Background: an optimization exercise with open tools, aiming at small area, a short achievable clock period and few clock cycles. Do not read the settings as production practice.
RTL that was checked went through simulation tests only; none was proved equivalent to the original.
Function not checked in run 5: the RTL went through the layout flow alone.
Power figures rest on the tool's default switching activity, not on a simulated workload.

==> flow/design.v, too long to show whole: its modules and the start of the top module <==
// module MULT_MACRO: 24 lines
// module lane_s0: 902 lines
// module lane_s1: 98 lines
// module lane_acc: 147 lines
// module fa: 4 lines
// module ha: 4 lines
// module lane: 26 lines
// module ctrl: 74 lines
// module mvm: 61 lines
module mvm #(
    parameter NUM_OLANES = 8
)(
    input clk,
    input rst,
    output [7:0] o_vec_raddr,
    input  [63:0] i_vec_rdata,
    output [8:0] o_mat_raddr,
    input  [NUM_OLANES*64-1:0] i_mat_rdata,
    input i_start,
    input [7:0] i_vec_start_addr,
    input [8:0] i_vec_num_words,
    input [8:0] i_mat_start_addr,
    input [9:0] i_mat_num_rows_per_olane,
    output o_busy,
    output [NUM_OLANES*32-1:0] o_result,
    output o_valid
);
  // ...
==> flow/flow/run.sh <==
#!/bin/bash
# Layout: the standard flow (standard.sh, unchanged synthesis and steps),
# except that the input and output ports are buffered with plain buffers
# (buf_1, resized later by the flow as timing needs) instead of the delay-type
# buffer the placer picks by default.  make's full output goes to
# standard.log; each ORFS step keeps its own log under orfs/logs/.
set -uo pipefail
export BUFFER_PORTS_ARGS="-buffer_cell sky130_fd_sc_hd__buf_1"
bash standard.sh > standard.log 2>&1
status=$?
tail -n 40 standard.log
exit $status
==> flow/standard.sh <==
#!/bin/bash
# synth_recipe.tcl (not shown) runs the flow's synth.tcl, then flattens the netlist and writes it again
# the make line also repeats each setting of config.mk as NAME=value (left out here)
make -C /OpenROAD-flow-scripts/flow DESIGN_CONFIG=/design/flow/config.mk WORK_HOME=/design/flow/orfs CLKGATE_MAP_FILE= SYNTH_SCRIPT=/design/flow/synth_recipe.tcl "${@:-finish}"
==> flow/config.mk <==
export PLATFORM = sky130hd
export DESIGN_NAME = mvm
export DESIGN_NICKNAME = mvm
export VERILOG_FILES = /design/flow/design.v
export SDC_FILE = /design/flow/constraint.sdc
export NUM_CORES = 4
export LEC_CHECK = 0
export CAP_MARGIN = 20
export CORE_MARGIN = 2
export CORE_UTILIZATION = 50
export PLACE_DENSITY = 0.65
export SETUP_SLACK_MARGIN = 3.15
export SLEW_MARGIN = 20
export SYNTH_HIERARCHICAL = 1
export SYNTH_MINIMUM_KEEP_SIZE = 0
==> flow/constraint.sdc <==
create_clock -name core_clock -period 6.0 [get_ports {clk}]
set_input_delay 1.2000 -clock core_clock [delete_from_list [all_inputs] [get_ports {clk}]]
set_output_delay 1.2000 -clock core_clock [all_outputs]
set_load 0.01 [all_outputs]
==> flow_metrics.py, run 1 <==
metrics = {
    "place": {
        "dpl_cell_area_um2": 184100,
        "io_buffer_count": 889,
    },
    "grt": {
        "grt_max_degree": 131,
    },
    "detailed_routing": {
        "wl_per_cell_um": 39.39,
        "met3_length_mm": 126.4,
    },
    "cells_and_area": {
        "multi_input_area_share": 0.6323,
        "finalNonFillerCells": 19789,
        "synthToLayoutAreaGrowth_pct": 23.14,
        "n_all_buffers": 1496,
        "utilization": 0.6196,
        "layout_common_cells": "fa_2, nand2_1, dfxtp_1, fa_1, nand2_2",
        "layout.nets": 20024,
        "fin_area_um2": 205100,
        "drive_above_1_share": 0.3763,
        "largest_register_ffs": 1040,
    },
    "clock_tree": {
        "cts_tree": "yes",
        "cts_root_buf": "clkbuf_16",
        "cts-resized-gates": 875,
        "insertion_delay_ns": 1.04,
        "cts-htree-levels": 4,
    },
    "power": {
        "power_leakage_nw": 77.10,
    },
    "yosys": {
        "ys_seq_area_frac": 0.2520,
        "synth-edff-count": 28,
        "yosys.area_share.adder": 0.5230,
        "synth_compound_area_frac": 0.02871,
        "synth_warnings": 9,
        "netlist_top_cells_area": "fa_1, dfxtp_1, nand2_1, and2_1, ha_1",
    },
    "job": {
        "drv_cap": 0,
    },
    "critical_path": {
        "cpLargestDelayFamily": "adder cells",
        "cp-end-kind": "flop",
    },
    "timing": {
        "fin_tns_setup_ns": 0,
        "fin_crit_sh": 0.5008,
    },
    "hold_path": {
        "min_to": "lanes[3].lane_inst.r1[2]",
        "worstHoldStart": "lanes[3].lane_inst.r0[2]",
        "hold_class": "reg -> reg",
        "holdPathStages": 0,
    },
    "floorplan": {
        "taps": 4366,
        "row_count": 211,
    },
    "status": {
        "status": "finished clean",
    },
}
Testbench counts, summed over its fixed seeds: cycles 28,914.
==> inputs of run 2 (changes only) <==
--- a/flow/config.mk
+++ b/flow/config.mk
@@ -8,8 +8,9 @@
 export CAP_MARGIN = 20
 export CORE_MARGIN = 2
 export CORE_UTILIZATION = 50
+export CTS_BUF_LIST = sky130_fd_sc_hd__clkbuf_8
 export PLACE_DENSITY = 0.65
-export SETUP_SLACK_MARGIN = 3.15
+export SETUP_SLACK_MARGIN = 3.0
 export SLEW_MARGIN = 20
 export SYNTH_HIERARCHICAL = 1
 export SYNTH_MINIMUM_KEEP_SIZE = 0
==> flow_metrics.py, run 2 <==
metrics = {
    "timing": {
        "worst_pin_slew_ns": 1.179,
        "fin_crit_sh": 0.5169,
        "fin_tns_setup_ns": 0,
        "maxSlewHeadroom": 0.2138,
        "slew_violations": 0,
        "hold_violations": 0,
        "clock_skew_ns": 0.1139,
        "finalSetupViolations": 0,
        "rsz0062_at_grt": "yes",
        "fin_crit_ns": 3.101,
        "fmax_mhz": 322.4,
    },
    "cells_and_area": {
        "seqCellArea_um2": 42040,
        "top_register": "lanes.lane_inst.r0",
        "fin_area_um2": 191700,
        "reg_top3": "lanes.lane_inst.r0 (1040), lanes.lane_inst.r1 (328)",
        "synthToLayoutAreaGrowth_pct": 15.07,
        "fill_cells": 27382,
        "largest_register_ffs": 1040,
        "layout.nets": 19696,
        "layout_common_cells": "nand2_1, fa_2, dfxtp_1, fa_1, buf_1",
        "multi_input_area_um2": 127200,
        "drive_above_1_share": 0.2946,
        "final_common_cell": "nand2_1",
    },
    "yosys": {
        "synth_nets": 18910,
        "yosys_register_bits": 2083,
        "synth-edff-count": 28,
        "synthFlopType": "dfxtp_1",
        "ys_top_cells_by_count": "fa_1, nand2_1, dfxtp_1",
        "synth_warnings": 9,
        "async_flop_share": 0,
        "postSynthCellCount": 13785,
        "avgSynthCellArea_um2": 12.08,
        "synth_top_cell_area_share": 0.4913,
        "syn_area_um2": 166600,
        "ys_seq_area_frac": 0.2520,
        "yosysTopAreaCell": "fa_1",
        "synth.distinct_cells": 68,
        "yosysMostFrequentCell": "fa_1",
        "netlist_top_cells_area": "fa_1, dfxtp_1, nand2_1, and2_1, ha_1",
    },
    "clock_tree": {
        "cts_sinks": 2083,
        "numCtsBuffers": 383,
        "insertion_delay_ns": 1.18,
        "cts_root_buf": "clkbuf_8",
        "postCtsSetupBuffers": 0,
        "cts_tree": "yes",
        "cts-htree-levels": 5,
        "cts_buffer_depth": 4,
        "clk_pin_slew_ns": 0.06,
    },
    "place": {
        "hpwl_mm": 467.0,
        "dpl_cell_area_um2": 181700,
        "io_buffer_count": 889,
        "gp_congestion": 0.9818,
    },
    "critical_path": {
        "cp_slowest_stage_delay_ns": 0.71,
        "critPathMaxFanout": 8,
        "r2r_end": "lanes[7].lane_inst.sum_r[23]",
        "crit_type": "in -> reg",
        "path_common_cell": "fa_2",
        "critical_path_required_ns": 7.00,
        "cp_data_arrival_time_ns": 4.11,
        "r2r_cells": 7,
        "cp_slowest_cell": "clkdlybuf4s15_1",
        "startpoint_type": "input port",
        "ff2ff_setup_slack_ns": 3.15,
        "crit_chain": "clkdlybuf4s15_1, and2_1, fa_2, fa_2, fa_2, fa_2",
        "r2r-start": "lanes[7].lane_inst.acc_s[16]",
        "cp-end-kind": "flop",
    },
    "grt": {
        "grt.overflow.total": 0,
        "antenna_found_initial": 187,
        "grt_max_degree": 117,
        "grt_pass1_vias": 126056,
        "grt_pass1_wl_mm": 885.1,
        "track_usage": 0.3713,
    },
    "detailed_routing": {
        "routed_wl_mm": 625.7,
        "drc": 0,
        "num_vias": 115262,
        "drtIter0Drc": 12064,
        "viasPerCell": 5.947,
        "wl_per_cell_um": 32.29,
        "dr.pass1.iters": 6,
        "drtAntennaViolNets": 0,
    },
    "power": {
        "p_sw_mw": 48.67,
        "swShare": 0.4364,
        "powerDensity_nw_per_um2": 581.8,
        "power_leakage_nw": 70.97,
        "p_clk_frac": 0.140,
        "peakVddDrop_mv": 0.5502,
        "pwr-share-seq": 0.245,
        "p_int_mw": 62.86,
        "combinationalPowerShare": 0.615,
    },
    "floorplan": {
        "io_pins": 890,
        "die_h_um": 581.2,
        "start_util": 0.5032,
        "row_count": 211,
        "die_area_um2": 337800,
        "die_x_um": 581.2,
        "core_um2": 331100,
    },
    "hold_path": {
        "holdPathStages": 3,
        "hold_class": "in -> reg",
        "worstHoldStart": "i_mat_start_addr[1]",
        "min_to": "ctrl_inst.maddr[1]",
    },
    "status": {
        "status": "finished clean",
    },
    "job": {
        "drv_cap": 0,
    },
}
## run 2: cell counts after synthesis
No cell type changed its count.
## run 2: stage by stage
| step | power (mW) | std cells | hold slack (ns) | util | setup slack (ns) |
|---|---|---|---|---|---|
| 2_1_floorplan | 73.26 | 13785 | 0.3096 | - | 2.642 |
| 3_3_place_gp | 93.92 | 18543 | 0.3101 | 0.5487 | 1.316 |
| 3_5_place_dp | 96.07 | 18543 | 0.3128 | 0.5487 | 1.312 |
| 4_1_cts | 112.1 | 19226 | 0.1504 | 0.5762 | 2.995 |
| 5_1_grt | 122.7 | 19342 | 0.2311 | 0.5787 | 2.960 |
| 6_report | 111.5 | 19380 | 0.2697 | 0.5790 | 2.899 |
## run 2: cell type report
class                           instances  area share
Multi-Input combinational cell      10657      0.6637
Sequential cell                      2083      0.2193
Clock buffer                          474     0.03403
Timing Repair Buffer                 1029     0.03335
Tap cell                             4366     0.02850
Clock inverter                        209     0.01102
Inverter                              417    0.008165
Antenna cell                          145    0.001893
## run 2: worst max-delay path: cells and delay by family
kind / cells / cell delay, ns
buf+inv: 1 / 0.71
simple gates: 1 / 0.45
fa+ha+maj: 4 / 1.75
## run 2: metal layers
metal | share of wire | track usage | vias to the layer above
met3 | 0.14 | 0.1343 | 2642
met1 | 0.35 | 0.4620 | 59097
met5 | 0.00078 | 0.001276 | -
met2 | 0.43 | 0.5349 | 8848
met4 | 0.087 | 0.2693 | 74
li1 | - | - | 44601
## run 2: kinds of logic (layout without fill, tap and decap cells)
| logic type | count (synthesis) | in the layout | synth area share |
|---|---|---|---|
| compound gates | 711 | 711 | 0.02871 |
| xor+xnor | 197 | 197 | 0.01036 |
| fa+ha+maj | 4510 | 4510 | 0.5230 |
| buf+inv | 1045 | 2129 | 0.03717 |
| flops | 2083 | 2083 | 0.2520 |
| mux | 237 | 237 | 0.01592 |
| other cells | 0 | 145 | 0 |
| simple gates | 5002 | 5002 | 0.1329 |
## run 2: worst max path at each step
stage	start	end	slack, ns	cells after the start
global placement	i_vec_rdata[49]	lanes[1].lane_inst.r0[77]	1.32	7
finish	i_mat_rdata[146]	lanes[2].lane_inst.r0[101]	2.90	6
detailed placement	i_vec_rdata[49]	lanes[1].lane_inst.r0[77]	1.31	7
CTS	i_vec_rdata[0]	lanes[0].lane_inst.r0[63]	3.00	7
global route	i_vec_rdata[20]	lanes[1].lane_inst.r0[110]	2.96	7
floorplan	i_mat_rdata[269]	lanes[4].lane_inst.r0[117]	2.64	6
## run 2: modules after synthesis (local to each module, per instance), excerpt
module    times used  cell area [um^2]  flip-flops and latches  cells inside
ha                80             12.51                       0             1
lane_s1            8             22.52                       0             3
fa              4080             20.02                       0             1
lane_acc           8             869.6                       0           121
ctrl               1              2728                      59           276
lane               8              6563                     252           469
## run 2: power groups by stage
| stage | logic [mW] | clock network (mW) | registers, mW |
|---|---|---|---|
| finish | 68.6 | 15.6 | 27.3 |
| global route | 78.1 | 16.5 | 28.1 |
| CTS | 68.8 | 15.9 | 27.4 |
| detailed placement | 68.4 | 0 | 27.7 |
| global placement | 66.4 | 0 | 27.5 |
| floorplan | 46.6 | 0 | 26.7 |
## run 2: what timing repair did
| action | in CTS | in global routing |
|---|---|---|
| hold buffers | 0 | 0 |
| pin swaps | 0 | 0 |
| gates resized for setup | 121 | 122 |
| endpoints found under the hold margin | 0 | 0 |
| setup endpoints to repair | 546 | 173 |
| gates cloned | 0 | 8 |
==> inputs of run 3 (changes only) <==
--- a/flow/config.mk
+++ b/flow/config.mk
@@ -8,7 +8,6 @@
 export CAP_MARGIN = 20
 export CORE_MARGIN = 2
 export CORE_UTILIZATION = 50
-export CTS_BUF_LIST = sky130_fd_sc_hd__clkbuf_8
 export PLACE_DENSITY = 0.65
 export SETUP_SLACK_MARGIN = 3.0
 export SLEW_MARGIN = 20
==> flow_metrics.py, run 3 <==
metrics = {
    "status": {
        "status": "finished clean",
    },
    "power": {
        "combinationalPowerShare": 0.615,
        "pwr-share-seq": 0.241,
        "p_sw_mw": 49.44,
        "p_int_mw": 63.86,
        "peakVddDrop_mv": 0.5745,
        "swShare": 0.4364,
        "p_clk_frac": 0.144,
        "powerDensity_nw_per_um2": 580.9,
        "power_leakage_nw": 72.19,
    },
    "yosys": {
        "synth.distinct_cells": 68,
        "muxShareOfSynthArea": 0.01592,
        "synth_compound_area_frac": 0.02871,
        "synth_nets": 18910,
        "async_flop_share": 0,
        "postSynthCellCount": 13785,
        "netlist_top_cells_area": "fa_1, dfxtp_1, nand2_1, and2_1, ha_1",
        "synth-edff-count": 28,
        "synth_xor_xnor_area_share": 0.01036,
        "syn_area_um2": 166600,
        "yosysMostFrequentCell": "fa_1",
        "yosysTopAreaCell": "fa_1",
        "synth_top_cell_area_share": 0.4913,
        "synth-simple-area-share": 0.1329,
        "yosys.area_share.adder": 0.5230,
        "synth_top_family_by_area": "adder cells",
        "yosys_register_bits": 2083,
        "ys_top_cells_by_count": "fa_1, nand2_1, dfxtp_1",
        "synthFlopType": "dfxtp_1",
        "synth_warnings": 9,
        "ys_seq_area_frac": 0.2520,
        "avgSynthCellArea_um2": 12.08,
    },
    "place": {
        "hpwl_mm": 467.0,
        "gp_congestion": 0.9818,
        "dpl_cell_area_um2": 181700,
        "io_buffer_count": 889,
        "dp_slack_ns": 1.312,
    },
    "critical_path": {
        "startpoint_type": "input port",
        "path_common_cell": "fa_2",
        "cp_slowest_stage_delay_ns": 0.57,
        "crit_type": "in -> reg",
        "critPathMaxFanout": 34,
        "cpLargestDelayFamily": "adder cells",
        "startpoint": "i_vec_rdata[7]",
        "cp-end-kind": "flop",
        "crit_buf_inv": 2,
        "critical_path_required_ns": 6.92,
        "cp_slowest_cell": "fa_1",
        "crit_chain": "clkbuf_4, buf_16, and2_4, fa_2, fa_1, fa_2, fa_2",
        "r2r-start": "lanes[5].lane_inst.acc_s[0]",
        "cp_data_arrival_time_ns": 4.09,
    },
    "timing": {
        "whs_ns": 0.3201,
        "clock_skew_ns": 0.08802,
        "maxSlewHeadroom": 0.3601,
        "hold_violations": 0,
        "rsz0062_at_grt": "yes",
        "fin_crit_ns": 3.168,
        "fmax_mhz": 315.7,
        "fin_crit_sh": 0.5280,
        "finalSetupViolations": 0,
        "setup_ws_ns": 2.832,
        "fin_tns_setup_ns": 0,
        "slew_violations": 0,
        "worst_pin_slew_ns": 0.9598,
    },
    "cells_and_area": {
        "fin_area_um2": 195100,
        "layout_common_cells": "nand2_1, fa_2, dfxtp_1, fa_1, buf_1",
        "largest_register_ffs": 1040,
        "reg_top3": "lanes.lane_inst.r0 (1040), lanes.lane_inst.r1 (328)",
        "drive_above_1_share": 0.2990,
        "synthToLayoutAreaGrowth_pct": 17.08,
        "utilization": 0.5892,
        "final_common_cell": "nand2_1",
        "layout.nets": 19643,
        "top_register": "lanes.lane_inst.r0",
    },
    "hold_path": {
        "hold_class": "reg -> reg",
        "worstHoldStart": "lanes[5].lane_inst.r0[0]",
    },
    "grt": {
        "antenna_found_initial": 222,
        "grt_max_degree": 117,
        "grt.overflow.total": 0,
        "track_usage": 0.3794,
        "grt_pass1_wl_mm": 899.6,
        "grt_pass1_vias": 125540,
    },
    "detailed_routing": {
        "routed_wl_mm": 685.2,
        "drtIter0Drc": 13591,
        "drtAntennaViolNets": 0,
        "num_vias": 118910,
        "viasPerCell": 6.155,
        "drc": 0,
        "dr.pass1.iters": 8,
        "wl_per_cell_um": 35.47,
    },
    "floorplan": {
        "die_h_um": 581.2,
        "die_area_um2": 337800,
        "core_um2": 331100,
        "row_count": 211,
        "io_pins": 890,
        "die_x_um": 581.2,
        "start_util": 0.5032,
    },
    "clock_tree": {
        "cts_tree": "yes",
        "cts-htree-levels": 4,
        "insertion_delay_ns": 1.01,
        "ctsHoldBuffers": 0,
        "cts_sinks": 2083,
        "cts_buffer_depth": 4,
        "cts_root_buf": "clkbuf_16",
        "clk_pin_slew_ns": 0.06,
        "numCtsBuffers": 241,
    },
    "job": {
        "drv_cap": 0,
    },
}
[run 3: cell counts after synthesis]
Identical to the previous run, type by type.
[run 3: metrics by stage]
stage,total power [mW],std cells
after floorplan,73.26,13785
after global placement,93.92,18543
after CTS,113.0,19011
final,113.3,19318
after global routing,123.9,19217
after detailed placement,96.07,18543
[run 3: final cells by class]
cell class / instances / area [um^2]
clock buffers: 310 / 6744
diodes: 223 / 558.0
repair buffers: 1118 / 9524
multi-input cells: 10657 / 127200
well taps: 4366 / 5463
fillers: 26917 / 136000
flip-flops and latches: 2083 / 41990
clock inverters: 144 / 1963
inverters: 417 / 1565
[run 3: modules after synthesis, one instance, submodules excluded, excerpt]
module / cells / times used
lane: 469 / 8
ctrl: 276 / 1
lane_s0: 569 / 8
lane_acc: 121 / 8
lane_s1: 3 / 8
fa: 1 / 4080
ha: 1 / 80
[run 3: routing by layer]
layer	global-route usage	vias up	wire length, um
li1	-	44620	-
met1	0.4682	60476	229100
met2	0.5441	10462	282500
met3	0.1405	3268	103600
met4	0.2850	84	69270
met5	0.001134	-	738
[run 3: worst paths after layout]
check	to	slack (ns)	depth (start not counted)
worst max-delay path	lanes[3].lane_inst.r0[90]	2.83	7
worst min-delay path	lanes[5].lane_inst.r1[0]	0.32	0
worst max register to register	lanes[5].lane_inst.sum_r[26]	3.18	11
worst min register to register	lanes[5].lane_inst.r1[0]	0.32	0
[run 3: worst reg2reg max path: stages (launching register included)]
cell and delay (ns):
dfxtp_1 0.33, inv_1 0.06, ha_1 0.15, inv_1 0.05
fa_1 0.42, a21oi_2 0.31, nor2_1 0.16, o31a_1 0.35
o211ai_4 0.32, a21oi_1 0.17, xnor2_1 0.17, buf_4 0.23
[run 3: timing repair]
| action | CTS | global route |
|---|---|---|
| gates cloned | 14 | 63 |
| endpoints found under the hold margin | 0 | 0 |
| buffers inserted | 0 | 21 |
| gates resized for setup | 305 | 238 |
| setup endpoints to repair | 824 | 235 |
[run 3: power groups by stage]
| stage | Clock (mW) | Sequential [mW] | Combinational (mW) |
|---|---|---|---|
| 2_1_floorplan | 0 | 26.7 | 46.6 |
| 3_3_place_gp | 0 | 27.5 | 66.4 |
| 3_5_place_dp | 0 | 27.7 | 68.4 |
| 4_1_cts | 16.5 | 27.4 | 69.1 |
| 5_1_grt | 17.1 | 28.1 | 78.7 |
| 6_report | 16.3 | 27.3 | 69.7 |
[run 3: cell families (layout without fill, tap and decap cells)]
logic type      after synthesis  in the layout
fa+ha+maj                  4510           4510
other cells                   0            223
simple gates               5002           5002
compound gates              711            711
mux                         237            237
flops                      2083           2083
buf+inv                    1045           1989
xor+xnor                    197            197
==> inputs of run 4 (changes only) <==
--- a/flow/config.mk
+++ b/flow/config.mk
@@ -8,8 +8,9 @@
 export CAP_MARGIN = 20
 export CORE_MARGIN = 2
 export CORE_UTILIZATION = 50
+export CTS_BUF_LIST = sky130_fd_sc_hd__clkbuf_8
 export PLACE_DENSITY = 0.65
-export SETUP_SLACK_MARGIN = 3.0
+export SETUP_SLACK_MARGIN = 2.7
 export SLEW_MARGIN = 20
 export SYNTH_HIERARCHICAL = 1
 export SYNTH_MINIMUM_KEEP_SIZE = 0
==> flow_metrics.py, run 4 <==
metrics = {
    "timing": {
        "worst_pin_slew_ns": 1.375,
        "hold_violations": 0,
        "fin_crit_ns": 3.394,
        "slew_violations": 0,
        "fmax_mhz": 294.6,
        "maxSlewHeadroom": 0.08351,
        "fin_crit_sh": 0.5657,
        "finalSetupViolations": 0,
        "fin_tns_setup_ns": 0,
        "rsz0062_at_grt": "no",
        "clock_skew_ns": 0.08818,
    },
    "cells_and_area": {
        "drive_above_1_share": 0.1548,
        "fill_cells": 28226,
        "layout.nets": 19663,
        "utilization": 0.5572,
        "top_register": "lanes.lane_inst.r0",
        "synthToLayoutAreaGrowth_pct": 10.73,
        "layout_common_cells": "nand2_1, fa_1, dfxtp_1, fa_2, buf_1",
        "reg_top3": "lanes.lane_inst.r0 (1040), lanes.lane_inst.r1 (328)",
        "largest_register_ffs": 1040,
        "final_common_cell": "nand2_1",
    },
    "detailed_routing": {
        "viasPerCell": 6.007,
        "dr.pass1.iters": 6,
        "drtIter0Drc": 12179,
        "wl_per_cell_um": 31.81,
        "drc": 0,
        "routed_wl_mm": 614.0,
        "drtAntennaViolNets": 0,
        "num_vias": 115958,
    },
    "floorplan": {
        "die_x_um": 581.2,
        "core_um2": 331100,
        "row_count": 211,
        "die_h_um": 581.2,
        "die_area_um2": 337800,
        "start_util": 0.5032,
        "io_pins": 890,
    },
    "clock_tree": {
        "cts_sinks": 2083,
        "cts_tree": "yes",
        "numCtsBuffers": 379,
        "cts-htree-levels": 5,
        "clk_pin_slew_ns": 0.07,
        "ctsHoldBuffers": 0,
        "postCtsSetupBuffers": 0,
        "insertion_delay_ns": 1.16,
        "cts_root_buf": "clkbuf_8",
        "cts_buffer_depth": 4,
    },
    "yosys": {
        "synth_compound_area_frac": 0.02871,
        "postSynthCellCount": 13785,
        "synth-edff-count": 28,
        "yosysMostFrequentCell": "fa_1",
        "yosysTopAreaCell": "fa_1",
        "synth_warnings": 9,
        "yosys.area_share.adder": 0.5230,
        "netlist_top_cells_area": "fa_1, dfxtp_1, nand2_1, and2_1, ha_1",
        "synth_xor_xnor_area_share": 0.01036,
        "ys_top_cells_by_count": "fa_1, nand2_1, dfxtp_1",
        "synthFlopType": "dfxtp_1",
        "synth_top_family_by_area": "adder cells",
        "synth.distinct_cells": 68,
        "avgSynthCellArea_um2": 12.08,
        "ys_seq_area_frac": 0.2520,
        "synth_nets": 18910,
        "synth_top_cell_area_share": 0.4913,
        "synth-simple-area-share": 0.1329,
        "yosys_register_bits": 2083,
        "async_flop_share": 0,
        "syn_area_um2": 166600,
        "muxShareOfSynthArea": 0.01592,
    },
    "power": {
        "p_sw_mw": 49.01,
        "power_leakage_nw": 69.37,
        "peakVddDrop_mv": 0.6280,
        "p_clk_frac": 0.135,
        "pwr-share-seq": 0.247,
        "powerDensity_nw_per_um2": 598.0,
        "p_int_mw": 61.30,
        "swShare": 0.4443,
        "combinationalPowerShare": 0.618,
    },
    "grt": {
        "grt_max_degree": 161,
        "antenna_found_initial": 175,
        "track_usage": 0.3669,
        "grt.overflow.total": 0,
        "grt_pass1_wl_mm": 876.8,
        "grt_pass1_vias": 125631,
    },
    "job": {
        "drv_cap": 0,
    },
    "place": {
        "io_buffer_count": 889,
        "gp_congestion": 0.9853,
        "hpwl_mm": 462.9,
    },
    "critical_path": {
        "startpoint_type": "input port",
        "crit_type": "in -> reg",
        "worst-path-stages": 6,
        "cp-end-kind": "flop",
        "r2r-start": "lanes[6].lane_inst.acc_s[2]",
        "cpLargestDelayFamily": "adder cells",
        "cp_data_arrival_time_ns": 4.40,
        "crit_chain": "buf_1, nand2_1, fa_1, fa_1, fa_1, fa_1",
        "critPathMaxFanout": 8,
        "cp_slowest_stage_delay_ns": 0.94,
        "crit_buf_inv": 1,
        "startpoint": "i_mat_rdata[274]",
        "ff2ff_setup_slack_ns": 2.82,
        "r2r_end": "lanes[6].lane_inst.sum_r[25]",
        "cp_slowest_cell": "buf_1",
        "r2r_cells": 7,
        "critical_path_required_ns": 7.01,
        "path_common_cell": "fa_1",
    },
    "hold_path": {
        "worstHoldStart": "i_mat_start_addr[5]",
        "hold_class": "in -> reg",
        "holdPathStages": 3,
        "min_to": "ctrl_inst.maddr[5]",
    },
    "status": {
        "status": "finished clean",
    },
}
==> run 4: cell counts after synthesis <==
Identical to the previous run, type by type.
==> run 4: layout make-up <==
type                       count  area (um^2)  share of cell area
inverter                     417         1565            0.008486
antenna                      103        257.7            0.001397
timing repair buffer        1000         5328             0.02888
tap                         4366         5463             0.02961
sequential                  2083        41990              0.2276
clock buffer                 465         6400             0.03470
multi-input combinational  10657       121600              0.6594
clock inverter               212         1832            0.009930
==> run 4: cells by family after synthesis <==
group                    Yosys count
buffers and inverters           1045
AND/OR/NAND/NOR                 5002
XOR/XNOR                         197
flip-flops                      2083
adder cells (fa/ha/maj)         4510
AO/OA/AOI/OAI                    711
multiplexers                     237
==> run 4: modules after synthesis (local to each module, per instance) <==
| module | cells inside | flip-flops and latches |
|---|---|---|
| fa | 1 | 0 |
| lane_acc | 121 | 0 |
| ctrl | 276 | 59 |
| mvm | 53 | 8 |
| lane_s0 | 569 | 0 |
| ha | 1 | 0 |
| lane_s1 | 3 | 0 |
| lane | 469 | 252 |
==> run 4: how the worst max path moves through the flow <==
stage,slack [ns],end
floorplan,2.63,lanes[0].lane_inst.r0[122]
global placement,1.24,lanes[6].lane_inst.r0[63]
detailed placement,1.35,lanes[4].lane_inst.r0[63]
CTS,2.70,lanes[1].lane_inst.r0[46]
global route,2.70,lanes[6].lane_inst.sum_r[16]
finish,2.61,lanes[4].lane_inst.r0[61]
==> run 4: repair_timing <==
| action | CTS | global route |
|---|---|---|
| endpoints found under the setup margin | 90 | 290 |
| cloned | 0 | 0 |
| resized for setup | 15 | 56 |
==> run 4: through the flow <==
step / setup slack (ns) / total power [mW] / std cells / cell area (um^2) / hold WS, ns
3_3_place_gp: 1.240 / 93.62 / 18521 / 175800 / 0.3101
2_1_floorplan: 2.634 / 72.45 / 13785 / 170200 / 0.3096
3_5_place_dp: 1.353 / 95.82 / 18521 / 175800 / 0.3121
4_1_cts: 2.704 / 111.1 / 19198 / 184100 / 0.1601
6_report: 2.606 / 110.3 / 19303 / 184500 / 0.2504
5_1_grt: 2.705 / 121.0 / 19249 / 184300 / 0.2262
==> run 4: worst reg2reg max path: cells and delay by family (launching register included) <==
family / cells / cell delay, ns
AOI/OAI and AO/OA: 5 / 2.14
adders and majority gates: 1 / 0.35
DFF: 1 / 0.33
and+or+nand+nor: 1 / 0.20
==> run 4: power groups by stage <==
stage               clock (mW)  combinational [mW]  sequential, mW
floorplan                    0                45.8            26.7
CTS                       15.1                68.5            27.4
global route              15.7                77.1            28.1
finish                    14.9                68.2            27.3
global placement             0                66.1            27.5
detailed placement           0                68.1            27.7
==> run 4: routing by layer <==
metal	GRT usage	wire length, um	vias to the layer above
met2	0.5349	262000	9415
met5	0.001701	680	-
li1	-	-	44458
met1	0.4485	211600	59213
met4	0.2437	50270	94
met3	0.1496	89450	2778
==> module lane, before the edit <==
module lane (
    input clk,
    input [63:0] v,
    input [63:0] m,
    input first,
    output [26:0] sum
);
wire [129:0] y0;
reg  [129:0] r0;
wire [40:0] y1;
reg  [40:0] r1;
wire [26:0] nxt_s, nxt_c;
wire [27:0] sum_p = {acc_s, 1'b1} + {acc_c, 1'b1};
reg  [26:0] acc_s, acc_c, sum_r;
lane_s0 s0 (.v(v), .m(m), .y(y0));
lane_s1 s1 (.x(r0), .y(y1));
lane_acc sa (.x(r1), .first(first), .acc_s(acc_s), .acc_c(acc_c), .nxt_s(nxt_s), .nxt_c(nxt_c));
always @(posedge clk) begin
    r0 <= y0;
    r1 <= y1;
    acc_s <= nxt_s;
    acc_c <= nxt_c;
    sum_r <= ~sum_p[27:1];
end
assign sum = sum_r;
endmodule
==> inputs of run 5 (changes only) <==
--- a/flow/design.v
+++ b/flow/design.v
@@ -1189,7 +1189,6 @@
 wire [40:0] y1;
 reg  [40:0] r1;
 wire [26:0] nxt_s, nxt_c;
-wire [27:0] sum_p = {acc_s, 1'b1} + {acc_c, 1'b1};
 reg  [26:0] acc_s, acc_c, sum_r;
 lane_s0 s0 (.v(v), .m(m), .y(y0));
 lane_s1 s1 (.x(r0), .y(y1));
@@ -1199,7 +1198,7 @@
     r1 <= y1;
     acc_s <= nxt_s;
     acc_c <= nxt_c;
-    sum_r <= ~sum_p[27:1];
+    sum_r <= ~(acc_s + acc_c + 1'b1);    
 end
 assign sum = sum_r;
 endmodule
==> flow/config.mk (replaced) <==
export PLATFORM = sky130hd
export DESIGN_NAME = mvm
export DESIGN_NICKNAME = mvm
export VERILOG_FILES = /design/flow/design.v
export SDC_FILE = /design/flow/constraint.sdc
export NUM_CORES = 4
export LEC_CHECK = 0
export CAP_MARGIN = 20
export CORE_MARGIN = 2
export CORE_UTILIZATION = 65
export PLACE_DENSITY = 0.75
export SETUP_SLACK_MARGIN = 3.4
export SLEW_MARGIN = 20
export SYNTH_HIERARCHICAL = 1
export SYNTH_MINIMUM_KEEP_SIZE = 0
==> flow_metrics.py, run 5 <==
metrics = {
    "status": {
        "status": "aborted with a tool error",
        "stop_stage": "global routing (5_1_grt)",
        "stop_error": "[ERROR GRT-0116] Global routing finished with congestion. Check the congestion regions in the DRC Viewer.",
    },
    "floorplan": {
        "io_pins": 890,
        "die_x_um": 510.3,
        "row_count": 185,
        "start_util": 0.6549,
        "die_h_um": 510.3,
    },
    "clock_tree": {
        "numCtsBuffers": 228,
        "cts-htree-levels": 4,
        "ctsHoldBuffers": 0,
        "cts_root_buf": "clkbuf_16",
        "cts_buffer_depth": 3,
        "cts_sinks": 2083,
    },
    "yosys": {
        "synth_nets": 18910,
        "postSynthCellCount": 13785,
        "synth-edff-count": 28,
        "yosysMostFrequentCell": "fa_1",
        "avgSynthCellArea_um2": 12.08,
        "ys_top_cells_by_count": "fa_1, nand2_1, dfxtp_1",
        "syn_area_um2": 166600,
        "synth_warnings": 9,
        "netlist_top_cells_area": "fa_1, dfxtp_1, nand2_1, and2_1, ha_1",
        "async_flop_share": 0,
        "yosysTopAreaCell": "fa_1",
        "yosys_register_bits": 2083,
        "ys_seq_area_frac": 0.2520,
        "synth_top_cell_area_share": 0.4913,
        "synthFlopType": "dfxtp_1",
        "synth.distinct_cells": 68,
    },
    "grt": {
        "grt.overflow.total": 97,
        "track_usage": 0.7107,
        "grt_max_degree": 166,
        "grt_pass1_vias": 152739,
        "grt_pass1_wl_mm": 1237,
    },
    "place": {
        "dp_slack_ns": 1.253,
        "gp_congestion": 1.028,
        "place_inst": 17553,
        "dpl_cell_area_um2": 183200,
        "hpwl_mm": 463.6,
        "io_buffer_count": 889,
    },
}
run 5: per-module statistics from Yosys, one instance, submodules excluded:
module / flip-flops and latches / cells
ctrl: 59 / 276
fa: 0 / 1
ha: 0 / 1
lane: 252 / 469
lane_acc: 0 / 121
lane_s0: 0 / 569
lane_s1: 0 / 3
mvm: 8 / 53
run 5: worst max-delay path by stage:
stage / from / endpoint / slack (ns) / depth (start not counted)
after detailed placement: i_vec_rdata[5] / lanes[3].lane_inst.r0[90] / 1.25 / 7
after CTS: i_vec_rdata[2] / lanes[4].lane_inst.r0[26] / 3.10 / 8
after floorplan: i_mat_rdata[269] / lanes[4].lane_inst.r0[117] / 2.64 / 6
after global placement: i_vec_rdata[5] / lanes[3].lane_inst.r0[90] / 1.26 / 7
run 5: routing by layer:
metal | global-route usage | overflow
met4 | 0.6344 | 41
met5 | 0.4059 | 0
met1 | 0.7149 | 2
met2 | 0.8398 | 52
met3 | 0.6219 | 2
run 5: repair_timing:
item	in CTS
buffers inserted	451
pin swaps	542
gates cloned	316
gates resized for setup	2309
endpoints found under the setup margin	1295
run 5: logic make-up after synthesis:
family / Yosys count / synth area share
AO/OA/AOI/OAI: 711 / 0.02871
AND/OR/NAND/NOR: 5002 / 0.1329
flip-flops: 2083 / 0.2520
multiplexers: 237 / 0.01592
adder cells (fa/ha/maj): 4510 / 0.5230
buffers and inverters: 1045 / 0.03717
XOR/XNOR: 197 / 0.01036
run 5: stage by stage:
step	power [mW]	hold WS [ns]
4_1_cts	117.1	0.2905
3_5_place_dp	97.01	0.3118
3_3_place_gp	92.98	0.3108
2_1_floorplan	73.65	0.3096
run 5: power by group through the flow:
stage	Sequential [mW]	Clock [mW]	Combinational, mW
after CTS	27.5	15.8	73.9
after detailed placement	27.5	0	69.5
after global placement	27.2	0	65.8
after floorplan	26.7	0	47.0

==> what the ideal ports hide <==
How much do the figures lean on ideal ports? The routed layouts below were timed once more, with nothing changed but the port constraints.
Step 1 assumes that a clkbuf_16 drives the clock port and a buf_2 every other input.
Step 2 moves the port delays by t, midway between the first and last clock arrival at a register: inputs arrive t later, outputs are due t later. That takes back most of the time a late clock gives input paths.
Three values: no drivers, after step 1, after step 2; two values: the first two.
run	t (ns)	setup WS [ns]	worst setup path after step 2
run 1	1.127	2.995 / 2.704 / 1.577	input to register
run 2	1.233	2.899 / 2.838 / 1.605	input to register
run 3	1.090	2.832 / 2.571 / 1.481	input to register
run 4	1.224	2.606 / 2.607 / 1.383	input to register
After both steps every run listed still meets setup and hold. The setup slack of run 1, which loses most, moves by -0.291 ns with the drivers and by -1.418 ns with both steps.
